What follows belongs to an exercise in optimizing a design on an open flow for small area; a production flow would make more cautious choices. In this exercise RTL edits were held to simulation tests only and were not proved equivalent to the original. No activity file was given, so power comes from the tool's default toggle rates.

<file path="design/flow/run.sh">
#!/bin/bash
# synth_recipe.tcl (not shown) runs the flow's synth.tcl, then flattens the netlist and writes it again
# the make line also repeats each setting of config.mk as NAME=value (left out here)
make -C /OpenROAD-flow-scripts/flow DESIGN_CONFIG=/design/flow/config.mk WORK_HOME=/design/flow/orfs CLKGATE_MAP_FILE= SYNTH_SCRIPT=/design/flow/synth_recipe.tcl finish
</file>
<file path="design/flow/config.mk">
export PLATFORM = sky130hd
export DESIGN_NAME = x_corr
export DESIGN_NICKNAME = x_corr
export VERILOG_FILES = /design/flow/design.v
export SDC_FILE = /design/flow/constraint.sdc
export NUM_CORES = 4
export LEC_CHECK = 0
export CAP_MARGIN = 20
export CORE_MARGIN = 2
export CORE_UTILIZATION = 40
export SLEW_MARGIN = 20
</file>
<file path="design/flow/constraint.sdc">
create_clock -name core_clock -period 10.0 [get_ports {clk}]
set_input_delay 2.0000 -clock core_clock [delete_from_list [all_inputs] [get_ports {clk}]]
set_output_delay 2.0000 -clock core_clock [all_outputs]
set_load 0.01 [all_outputs]
</file>
<file path="design/flow/design.v">
`timescale 1ns/1ns
module cpx_multiply #(parameter xi_bits = 12,
		                  parameter xq_bits = 12,
		                  parameter yi_bits = 12,
		                  parameter yq_bits = 12,
		                  parameter i_bits = 24,
		                  parameter q_bits = 24
		                  )
   (input clk,
    input                      rst,
    input                      m_axis_tready,
    input                      m_axis_tvalid,
    input signed [xi_bits-1:0] xi,
    input signed [xq_bits-1:0] xq,
    input signed [yi_bits-1:0] yi,
    input signed [yq_bits-1:0] yq,
    output reg                 s_axis_tready,
    output signed [i_bits-1:0] i,
    output signed [q_bits-1:0] q,
    output reg                 s_axis_tvalid
    );
   reg [2:0]                   pipeline;
   reg signed [(xi_bits + yi_bits)-1:0] 	   i_sub;
   reg signed [(xi_bits + yi_bits)-1:0]      i_sub_out;
   reg signed [(xq_bits + yq_bits)-1:0]      q_add;
   reg signed [(xq_bits + yq_bits)-1:0]      q_add_out;
   reg signed [(xi_bits + yi_bits)-1:0]      xu;
   reg signed [(xi_bits + yi_bits)-1:0]      xu_out;
   reg signed [(xq_bits + yq_bits)-1:0]      yv;
   reg signed [(xq_bits + yq_bits)-1:0]      yv_out;
   reg signed [(xi_bits + yq_bits)-1:0]      xv;
   reg signed [(xi_bits + yq_bits)-1:0]      xv_out;
   reg signed [(xq_bits + yi_bits)-1:0]      yu;
   reg signed [(xq_bits + yi_bits)-1:0]      yu_out;
   assign i = i_sub_out[(xi_bits+yi_bits)-1: (xi_bits+yi_bits-i_bits)];
   assign q = q_add_out[(xq_bits+yq_bits)-1: (xq_bits+yq_bits-q_bits)];
   always @(posedge clk) begin
      if (rst) begin
         xu <= 'd0;
         yv <= 'd0;
         xv <= 'd0;
         yu <= 'd0;
      end else if (m_axis_tvalid & s_axis_tready) begin
         xu <= xi * yi;
         yv <= xq * yq;
         xv <= xi * yq;
         yu <= xq * yi;
      end else begin
         xu <= xu;
         yv <= yv;
         xv <= xv;
         yu <= yu;
      end  
   end
   always @(posedge clk) begin
      if (rst) begin
         xu_out <= 'd0;
         yv_out <= 'd0;
         xv_out <= 'd0;
         yu_out <= 'd0;
         i_sub <= 'd0;
         i_sub_out <= 'd0;
         q_add <= 'd0;
         q_add_out <= 'd0;
      end else if(m_axis_tready) begin
         xu_out <= xu;
         yv_out <= yv;
         xv_out <= xv;
         yu_out <= yu;
         i_sub <= xu_out - yv_out;
         i_sub_out <= i_sub;
         q_add <= xv_out + yu_out;
         q_add_out <= q_add;
      end  
      else begin
         xu_out <= xu_out;
         yv_out <= yv_out;
         xv_out <= xv_out;
         yu_out <= yu_out;
         i_sub <= i_sub;
         i_sub_out <= i_sub_out;
         q_add <= q_add;
         q_add_out <= q_add_out;
      end  
   end  
   always @(posedge clk) begin
      if (rst) begin
         pipeline <= 3'b0;
         s_axis_tvalid <= 1'b0;
      end else begin
         if(m_axis_tvalid & s_axis_tready) begin
            pipeline <= (pipeline << 1) | {2'b00, m_axis_tready};
         end else if (m_axis_tready) begin
            pipeline <= (pipeline << 1);
         end
         s_axis_tvalid <= pipeline[2];
      end
   end  
   always @(posedge clk) begin
      if (rst) begin
         s_axis_tready <= 1'b0;
      end else begin
         s_axis_tready <= m_axis_tready | ~pipeline[0];
      end
   end
endmodule  
`timescale 1ns/1ns
module dot_prod_pip #(parameter xi_bits = 12,
                      parameter xq_bits = 12,
                      parameter yi_bits = 12,
                      parameter yq_bits = 12,
                      parameter i_bits = 24,
                      parameter q_bits = 24,
                      parameter dot_length = 5,
                      parameter dot_length_counter_bits = 3,
                      parameter sum_i_bits = 24,
                      parameter sum_q_bits = 24
                      )
   (input clk,
    input                          rst,
    input                          m_axis_product_tready,
    input                          m_axis_x_tvalid,
    input [xi_bits - 1:0]          xi,
    input [xq_bits - 1:0]          xq,
    input                          m_axis_y_tvalid,
    input [yi_bits - 1:0]          yi,
    input [yq_bits - 1:0]          yq,
    output reg                     s_axis_product_tvalid,
    output reg signed [i_bits-1:0] i,
    output reg signed [q_bits-1:0] q
    );
   wire                            cpx_m_axis_tvalid;
   wire signed [xi_bits + yi_bits -1:0] mult_out_i;
   wire signed [xq_bits + yq_bits -1:0] mult_out_q;
   wire signed [sum_i_bits - 1:0]       mult_out_i_extended;
   wire signed [sum_q_bits - 1:0]       mult_out_q_extended;
   reg signed [sum_i_bits - 1:0]        sum_i;
   reg signed [sum_q_bits - 1:0]        sum_q;
   reg [dot_length_counter_bits:0]      dot_length_counter;
   wire [31:0]                          dot_length_counter_extended;
   wire                                 s_axis_cpx_tvalid;
   wire                                 s_axis_cpx_tready;
   assign cpx_m_axis_tvalid = m_axis_x_tvalid & m_axis_y_tvalid;
   assign mult_out_i_extended = { {(sum_i_bits - (xi_bits + yi_bits)){mult_out_i[xi_bits + yi_bits - 1]}}, mult_out_i};
   assign mult_out_q_extended = { {(sum_q_bits - (xq_bits + yq_bits)){mult_out_q[xq_bits + yq_bits - 1]}}, mult_out_q};
   assign dot_length_counter_extended = { {(31 - dot_length_counter_bits){dot_length_counter[dot_length_counter_bits]}}, dot_length_counter};
   cpx_multiply #(.xi_bits(xi_bits),
                  .xq_bits(xq_bits),
                  .yi_bits(yi_bits),
                  .yq_bits(yq_bits),
                  .i_bits(xi_bits + yi_bits),
                  .q_bits(xq_bits + yq_bits)) cpx_multiply_dot_pip(.clk(clk),
                                                                   .rst(rst),
                                                                   .m_axis_tready(m_axis_product_tready),
                                                                   .m_axis_tvalid(cpx_m_axis_tvalid),
                                                                   .xi(xi),
                                                                   .xq(xq),
                                                                   .yi(yi),
                                                                   .yq(yq),
                                                                   .i(mult_out_i),
                                                                   .q(mult_out_q),
                                                                   .s_axis_tready(s_axis_cpx_tready),
                                                                   .s_axis_tvalid(s_axis_cpx_tvalid));
   always @(posedge clk) begin
      if (rst) begin
         dot_length_counter <= -'d1;
         sum_i <= 'd0;
         sum_q <= 'd0;
      end
      else if (s_axis_cpx_tvalid && m_axis_product_tready) begin
         if (dot_length_counter_extended < (dot_length - 1)) begin
            dot_length_counter <= dot_length_counter + 1'b1;
            sum_i <= sum_i + mult_out_i_extended;
            sum_q <= sum_q + mult_out_q_extended;
         end
         else begin
            dot_length_counter <= 'd0;
            sum_i <= mult_out_i_extended;
            sum_q <= mult_out_q_extended;
         end  
      end  
      else if (m_axis_product_tready) begin
         if(dot_length_counter_extended == (dot_length - 1)) begin
            dot_length_counter <= 'd0;
            sum_i <= 'd0;
            sum_q <= 'd0;
         end
      end
   end  
   always @(posedge clk) begin
      if (rst) begin
         s_axis_product_tvalid <= 1'b0;
         i <= 'd0;
         q <= 'd0;
      end
      else if(dot_length_counter_extended == (dot_length - 1)) begin
         s_axis_product_tvalid <= 1'b1;
         i <= sum_i[sum_i_bits - 1:(sum_i_bits - i_bits)];
         q <= sum_q[sum_q_bits - 1:(sum_q_bits - q_bits)];
      end
      else begin
         s_axis_product_tvalid <= 1'b0;
         i <= i;
         q <= q;
      end
   end
endmodule  
`timescale 1ns/1ns
module arg_max #(parameter buffer_length = 10,
                 parameter index_bits = 4,
                 parameter out_max_bits = 4,
                 parameter i_bits = 12,
                 parameter q_bits = 12
                 )
   (input clk,
    input                           rst,
    input                           m_axis_tvalid,
    input signed [i_bits - 1:0]     xi,
    input signed [q_bits - 1:0]     xq,
    output reg                      s_axis_tready,
    input                           m_axis_tready,
    output reg [out_max_bits - 1:0] out_max,
    output reg [index_bits-1:0]     index,
    output reg                      s_axis_tvalid
    );
   reg signed [index_bits:0]        icounter;
   wire signed [31:0]               icounter_extended;
   reg [i_bits + i_bits - 2:0]      i_square;
   reg [q_bits + q_bits - 2:0]      q_square;
   reg [out_max_bits - 1:0]         argsum;
   reg                              sq_stage_valid;
   reg                              sum_stage_valid;
   reg                              cmp_stage_valid;
   wire                             result_collected;
   reg                              result_collected_buff;
   wire                             result_collected_cond;
   assign icounter_extended = { {(31 - index_bits){icounter[index_bits]}}, icounter};
   assign result_collected = s_axis_tvalid & m_axis_tready;
   assign result_collected_cond = result_collected | result_collected_buff;
   always @(posedge clk) begin
      if (rst) begin
         s_axis_tready <= 1'b0;
      end
      else if (icounter_extended < buffer_length) begin
         s_axis_tready <= 1'b1;
      end
      else if ((icounter_extended == buffer_length) | result_collected_cond) begin
         s_axis_tready <= 1'b1;
      end
      else begin
         s_axis_tready <= 1'b0;
      end
   end
   always @(posedge clk) begin
      if (rst) begin
         i_square <= 'd0;
         q_square <= 'd0;
         sq_stage_valid <= 1'b0;
      end
      else if (m_axis_tvalid & (s_axis_tready)) begin
         i_square <= xi * xi;
         q_square <= xq * xq;
         sq_stage_valid <= 1'b1;
      end else begin
         i_square <= i_square;
         q_square <= q_square;
         sq_stage_valid <= 1'b0;
      end
   end
   always @(posedge clk) begin
      if (rst) begin
         argsum <= 'd0;
         sum_stage_valid <= 1'b0;
      end
      else if (sq_stage_valid) begin
         argsum <= i_square + q_square;
         sum_stage_valid <= 1'b1;
      end
      else if ((icounter_extended == buffer_length -1) && !sq_stage_valid) begin
         argsum <= 'd0;
         sum_stage_valid <= 1'b0;
      end
      else begin
         argsum <= argsum;
         sum_stage_valid <= 1'b0;
      end
   end
   always @(posedge clk) begin
      if (rst) begin
         index <= 'd0;
         out_max <= 'd0;
         cmp_stage_valid <= 1'b0;
      end
      else if ((icounter_extended == 'd0) && !sum_stage_valid && result_collected_cond) begin
         index <= 'd0;
         out_max <= argsum;
         cmp_stage_valid <= 1'b0;
      end
      else if ((argsum > out_max) && sum_stage_valid) begin
         index <= icounter[index_bits - 1:0];
         out_max <= argsum;
         cmp_stage_valid <= 1'b1;
      end
      else if (sum_stage_valid) begin
         index <= index;
         out_max <= out_max;
         cmp_stage_valid <= 1'b1;
      end
      else begin
         index <= index;
         out_max <= out_max;
         cmp_stage_valid <= 1'b0;
      end
   end  
   always @(posedge clk) begin
      if (rst) begin
         icounter <= 'd0;
      end
      else if (icounter_extended < (buffer_length - 1)) begin
         if (sum_stage_valid) begin
            icounter <= icounter + 1'b1;
         end else begin
            icounter <= icounter;
         end
      end
      else if (icounter_extended == (buffer_length - 1)) begin
         icounter <= 'd0;
      end else begin
         icounter <= icounter;
      end
   end  
   always @(posedge clk) begin
      if (rst) begin
         result_collected_buff <= 1'b0;
         s_axis_tvalid <= 1'b0;
      end
      else begin
         result_collected_buff <= result_collected;
         if (result_collected_cond) begin
            s_axis_tvalid <= 1'b0;
         end
         else if (icounter_extended == (buffer_length - 1)) begin
            s_axis_tvalid <= 1'b1;
         end
         else begin
            s_axis_tvalid <= s_axis_tvalid;
         end
      end
   end
endmodule  
`timescale 1ns/1ns
module x_corr #(parameter xi_bits = 12,
                parameter xq_bits = 12,
                parameter yi_bits = 12,
                parameter yq_bits = 12,
                parameter i_bits = 31,
                parameter q_bits = 31,
                parameter length = 102,
                parameter length_counter_bits = 7,
                parameter out_max_bits = 62
                )
   (input clk,
    input                              rst,
    output                             s_axis_tready,
    input [xi_bits - 1:0]              xi,
    input [xq_bits - 1:0]              xq,
    input [yi_bits - 1:0]              yi,
    input [yq_bits - 1:0]              yq,
    input                              m_axis_tvalid,
    input                              m_axis_tready,
    output [out_max_bits - 1:0]        out_max,
    output [length_counter_bits - 1:0] index,
    output                             s_axis_tvalid
    );
   wire                                s_axis_product_tvalid;
   wire                                m_axis_x_tvalid;
   wire                                m_axis_y_tvalid;
   wire                                m_axis_product_tready;
   wire signed [31 - 1:0] i;
   wire signed [31 - 1:0] q;
   assign m_axis_x_tvalid = m_axis_tvalid;
   assign m_axis_y_tvalid = m_axis_tvalid;
   assign m_axis_product_tready = s_axis_tready;
   dot_prod_pip #(.xi_bits(12),
                  .xq_bits(12),
                  .yi_bits(12),
                  .yq_bits(12),
                  .i_bits(31),
                  .q_bits(31),
                  .dot_length(100),
                  .dot_length_counter_bits(7),
                  .sum_i_bits(31),
                  .sum_q_bits(31)
                  ) dp_x_corr (.clk(clk),
                               .rst(rst),
                               .m_axis_product_tready(m_axis_product_tready),
                               .m_axis_x_tvalid(m_axis_x_tvalid),
                               .xi(xi),
                               .xq(xq),
                               .m_axis_y_tvalid(m_axis_y_tvalid),
                               .yi(yi),
                               .yq(yq),
                               .s_axis_product_tvalid(s_axis_product_tvalid),
                               .i(i),
                               .q(q)
                               );
                                  arg_max #(.buffer_length(length),
                                            .index_bits(length_counter_bits),
                                            .out_max_bits(out_max_bits),
                                            .i_bits(31),
                                            .q_bits(31)) arg_max_xc(.clk(clk),
                                                                    .rst(rst),
                                                                    .m_axis_tvalid(s_axis_product_tvalid),
                                                                    .xi(i),
                                                                    .xq(q),
                                                                    .s_axis_tready(s_axis_tready),
                                                                    .m_axis_tready(m_axis_tready),
                                                                    .out_max(out_max),
                                                                    .index(index),
                                                                    .s_axis_tvalid(s_axis_tvalid)
                                                                    );
endmodule  
</file>
==> results.sh <==
export IMPL_grt_first_pass_wirelength_um=486000
export IMPL_hold_violations=0
export IMPL_nFillCells=28424
export IMPL_chipHeight_um=542
export IMPL_maxCapViolations=0
export IMPL_detail_route_first_pass_iterations=6
export IMPL_io_pins=123
export IMPL_transition_at_the_pin_with_the_smallest_max_transition_slack_ps=1150
export IMPL_synth_enable_flop_cells=0
export IMPL_setup_tns_ps=0
export IMPL_vias_in_the_first_global_route=86571
export IMPL_chipWidth_um=542
export IMPL_yosys_area_share_adder_pct=50.7
export IMPL_worstPathMaxFanout=9
export IMPL_wp_data_required_ps=10600
export IMPL_reg2reg_from="dp_x_corr.q[4]"
export IMPL_holdPathEnd="arg_max_xc.s_axis_tvalid"
export IMPL_grt_antenna_before_repair=9
export IMPL_ys_async_sr_fraction_pct=0
export IMPL_rsz0062_at_grt="no"
export IMPL_holdWs_ps=418
export IMPL_hold_critical_path_depth=1
export IMPL_dieArea_um2=294000
export IMPL_timing_critical_path_arrival_ps=9520
export IMPL_combinational_family_with_the_most_area_after_synthesis="adder cells"
export IMPL_place_gp_congestion=0.906
export IMPL_cts_hold_fix_buffers=0
export IMPL_post_route_period_util_pct=89.3
export IMPL_r2r_cells=27
export IMPL_dpl_cell_count=16365
export IMPL_buffer_ports_inserted=122
export IMPL_synth_simple_gate_area_share_pct=13.1
export IMPL_post_dp_hpwl_um=244000
export IMPL_worstSetupStartpointType="flip-flop"
export IMPL_vias=81891
export IMPL_avgRoutedWirePerCell_um=18.1
export IMPL_regToRegEndpoint="arg_max_xc.q_square[60]"
export IMPL_grt_start_max_net_pins=155
export IMPL_worstSetupPathType="reg2reg"
export IMPL_leakage_nw=64.0
export IMPL_via_per_inst=4.96
export IMPL_clock_tree_root_cell="clkbuf_16"
export IMPL_layout_drive_gt1_share_pct=3.21
export IMPL_clk_insertion_delay_late_ps=730
export IMPL_power_per_cell_area_nw_per_um2=123
export IMPL_setup_reg_to_reg_worst_slack_ps=1070
export IMPL_syn2layout_area_growth_pct=7.06
export IMPL_cts_buffer_depth=3
export IMPL_critical_path_slowest_cell="fa_1"
export IMPL_antenna_violating_nets_post_route=0
export IMPL_vdd_drop_max_v=0.000283
export IMPL_post_cts_setup_buffers=0
export IMPL_total_global_routing_track_utilization_pct=20.9
export IMPL_numClockSinks=690
export IMPL_finalSetupViolations=0
export IMPL_global_route_overflow_total=0
export IMPL_cts_clk_slew_worst_paths_ps=60
export IMPL_htree_num_levels=3
export IMPL_hold_path_class="reg2reg"
export IMPL_synth_seq_area_share_pct=11.9
export IMPL_crit_path_max_incr_delay_ps=620
export IMPL_worst_slew_margin_rel_pct=23.3
export IMPL_max_transition_viols_final=0
export IMPL_fp_row_count=197
export IMPL_postSynthCellCount=12822
export IMPL_worst_hold_startpoint="arg_max_xc.result_collected_buff"
export IMPL_ys_ff_latch=690
export IMPL_final_instance_count_excl_fill=16519
export IMPL_post_synth_mux_area_share_pct=2.14
export IMPL_synth_xor_area_share_pct=2.82
export IMPL_tritoncts="built"
export IMPL_initial_utilization_pct=40.2
export IMPL_cts_made_buffers=83
export IMPL_syn_area_um2=116000
export IMPL_category_of_the_worst_setup_path_capture_point="flip-flop"
export IMPL_timing_critical_path_mode_cell="fa_1"
export IMPL_drt_wl_total_um=299000
export IMPL_synthFlopType="dfxtp_1"
export IMPL_status="complete, no violations"
export IMPL_fin_worst_skew_ps=46.4
export IMPL_post_route_min_period_ps=8930
export IMPL_postSynthNetCount=16115
export IMPL_initialDrtViolationCount=4797
export IMPL_synth_compound_gate_area_share_pct=8.07
export IMPL_syn_mean_instance_area_um2=9.03
export IMPL_nNetsFinal=15963
export IMPL_drt_drc_violations_left=0
export IMPL_synth_yosys_warnings=3
export IMPL_synth_cell_types=100
export IMPL_max_freq_ghz=0.112
export IMPL_cts_resized=0
export IMPL_core_area_um2=288000
cells by family (layout without fill, tap and decap cells):
logic type	Yosys count	in the layout
buffers and inverters	3466	3381
AO/OA/AOI/OAI	1460	1460
flip-flops	690	690
XOR/XNOR	373	373
adder cells (fa/ha/maj)	3241	3241
AND/OR/NAND/NOR	3345	3345
multiplexers	247	247
other	0	1
per-stage QoR:
stage | power, mW | setup slack, ps | util (%) | cell area, um^2
2_1_floorplan | 9.71 | 1560 | - | 116000
3_3_place_gp | 12.1 | 1140 | 42.0 | 121000
3_5_place_dp | 12.1 | 1080 | 42.0 | 121000
4_1_cts | 15.3 | 1040 | 43.0 | 124000
5_1_grt | 16.6 | 514 | 43.0 | 124000
6_report | 15.3 | 1070 | 43.0 | 124000
routing by layer:
metal	track usage (%)	wire, um	vias to the layer above
met3	2.47	14000	354
met5	0	41	-
met2	34.8	141000	1714
met4	5.33	8480	6
li1	-	-	38610
met1	28.8	136000	41207
critical path, delay by kind of cell (launching register included):
family          cells  cell delay, ps
fa+ha+maj           9            4280
compound gates      6            1640
buf+inv             7            1460
simple gates        5            1120
flops               1             330
final cells by class:
| cell class | count | area [um^2] | area share [%] |
|---|---|---|---|
| flip-flops and latches | 690 | 13800 | 11.1 |
| clock buffers | 123 | 2400 | 1.93 |
| diodes | 1 | 2.50 | 0.00202 |
| multi-input cells | 8666 | 89000 | 71.8 |
| clock inverters | 29 | 425 | 0.343 |
| repair buffers | 298 | 2570 | 2.08 |
| well taps | 3781 | 4730 | 3.82 |
| inverters | 2931 | 11000 | 8.87 |
how the worst max path moves through the flow:
stage | startpoint | end | slack (ps) | cells past startpoint
4_1_cts | dp_x_corr.q[4] | arg_max_xc.q_square[60] | 1040 | 27
6_report | dp_x_corr.q[4] | arg_max_xc.q_square[60] | 1070 | 27
3_3_place_gp | dp_x_corr.q[4] | arg_max_xc.q_square[57] | 1140 | 28
2_1_floorplan | dp_x_corr.q[30] | arg_max_xc.q_square[60] | 1560 | 31
3_5_place_dp | dp_x_corr.q[4] | arg_max_xc.q_square[60] | 1080 | 27
5_1_grt | dp_x_corr.q[4] | arg_max_xc.q_square[60] | 510 | 27
registers in the layout, indices dropped and copies added, names as in the netlist, 24 cells and up:
name	count
arg_max_xc.argsum	62
arg_max_xc.i_square	60
arg_max_xc.out_max	62
arg_max_xc.q_square	60
dp_x_corr.cpx_multiply_dot_pip.i_sub	24
dp_x_corr.cpx_multiply_dot_pip.i_sub_out	24
dp_x_corr.cpx_multiply_dot_pip.q_add	24
dp_x_corr.cpx_multiply_dot_pip.q_add_out	24
dp_x_corr.cpx_multiply_dot_pip.xu	24
dp_x_corr.cpx_multiply_dot_pip.xu_out	24
dp_x_corr.cpx_multiply_dot_pip.xv	24
dp_x_corr.cpx_multiply_dot_pip.xv_out	24
dp_x_corr.cpx_multiply_dot_pip.yu	24
dp_x_corr.cpx_multiply_dot_pip.yu_out	24
dp_x_corr.cpx_multiply_dot_pip.yv	24
dp_x_corr.cpx_multiply_dot_pip.yv_out	24
dp_x_corr.i	31
dp_x_corr.q	31
dp_x_corr.sum_i	31
dp_x_corr.sum_q	31
cell usage after synthesis (all sizes together) (15+ instances only):
cell type     n  area share (%)
and2        558             3.0
ha          821             8.9
a21oi       560             2.4
o21ai       250             1.1
o21a         54            0.35
xor2        119            0.90
a21o        172             1.1
nor3         78            0.34
mux2i       245             2.1
nor2b        62            0.34
nand2b       89            0.48
o21bai       38            0.25
inv        2922             9.5
a31oi        41            0.22
fa         2420              42
nor2        739             2.4
or2          21            0.11
buf          33            0.12
a22oi        45            0.30
xnor2       254             1.9
nand3        88            0.38
nand2      1530             5.0
o31ai        24            0.17
o211ai       24            0.16
nand4        50            0.27
dfxtp       690              12
a211oi       63            0.43
and3         36            0.20
a31o         15            0.11
clkbuf      502             1.6
or3          39            0.22
cell usage in the layout, fill, tap and decap left out, drive strengths merged, types with 11 or more instances in the layout:
| cell type | n |
|---|---|
| a41oi | 11 |
| and2 | 558 |
| or3 | 39 |
| fa | 2420 |
| o21bai | 38 |
| a21boi | 12 |
| a31o | 15 |
| nand2b | 89 |
| a211o | 13 |
| nor2b | 62 |
| xor2 | 119 |
| o211ai | 24 |
| and3 | 36 |
| o21a | 54 |
| nand3 | 88 |
| mux2i | 245 |
| clkbuf | 123 |
| a211oi | 63 |
| nand4 | 50 |
| nand3b | 13 |
| xnor2 | 254 |
| buf | 183 |
| nor2 | 739 |
| dfxtp | 690 |
| clkinv | 27 |
| nor3 | 78 |
| inv | 2923 |
| a22oi | 45 |
| nand2 | 1530 |
| clkdlybuf4s50 | 115 |
| or2 | 21 |
| o31ai | 24 |
| a31oi | 41 |
| a21oi | 560 |
| a21o | 172 |
| o21ai | 250 |
| ha | 821 |
where the power goes:
part / switching, mW / total, mW / internal [mW]
Clock: 1.31 / 3.14 / 1.83
Sequential: 0.139 / 3.07 / 2.93
Combinational: 5.25 / 9.06 / 3.82

-- static timing again, ports no longer ideal --
The results above use ideal ports. As a check the final layout listed here was re-extracted and re-timed, cells and wires unchanged.
Step 1 sets driving cells, clkbuf_16 on the clock port and buf_2 on the other inputs (assumed; they add their load-dependent delay and slew).
Step 2 moves the port delays by t, midway between the first and last clock arrival at a register: inputs arrive t later, outputs are due t later. That takes back most of the time a late clock gives input paths.
Three values: ideal ports, drivers, drivers and shift; two values: the first two.
t, ns: 0.784
setup WS [ns]: 1.075 / 1.075 / 1.075
hold WS [ns]: 0.418 / 0.418 / 0.418
worst register clock-pin slew, ns: 0.07 / 0.07
worst data-port slew with drivers (ns): 0.07
After both steps setup and hold are still met in this run. For this run, drivers alone change the setup slack by 0.000 ns; drivers and shift together by 0.000 ns.
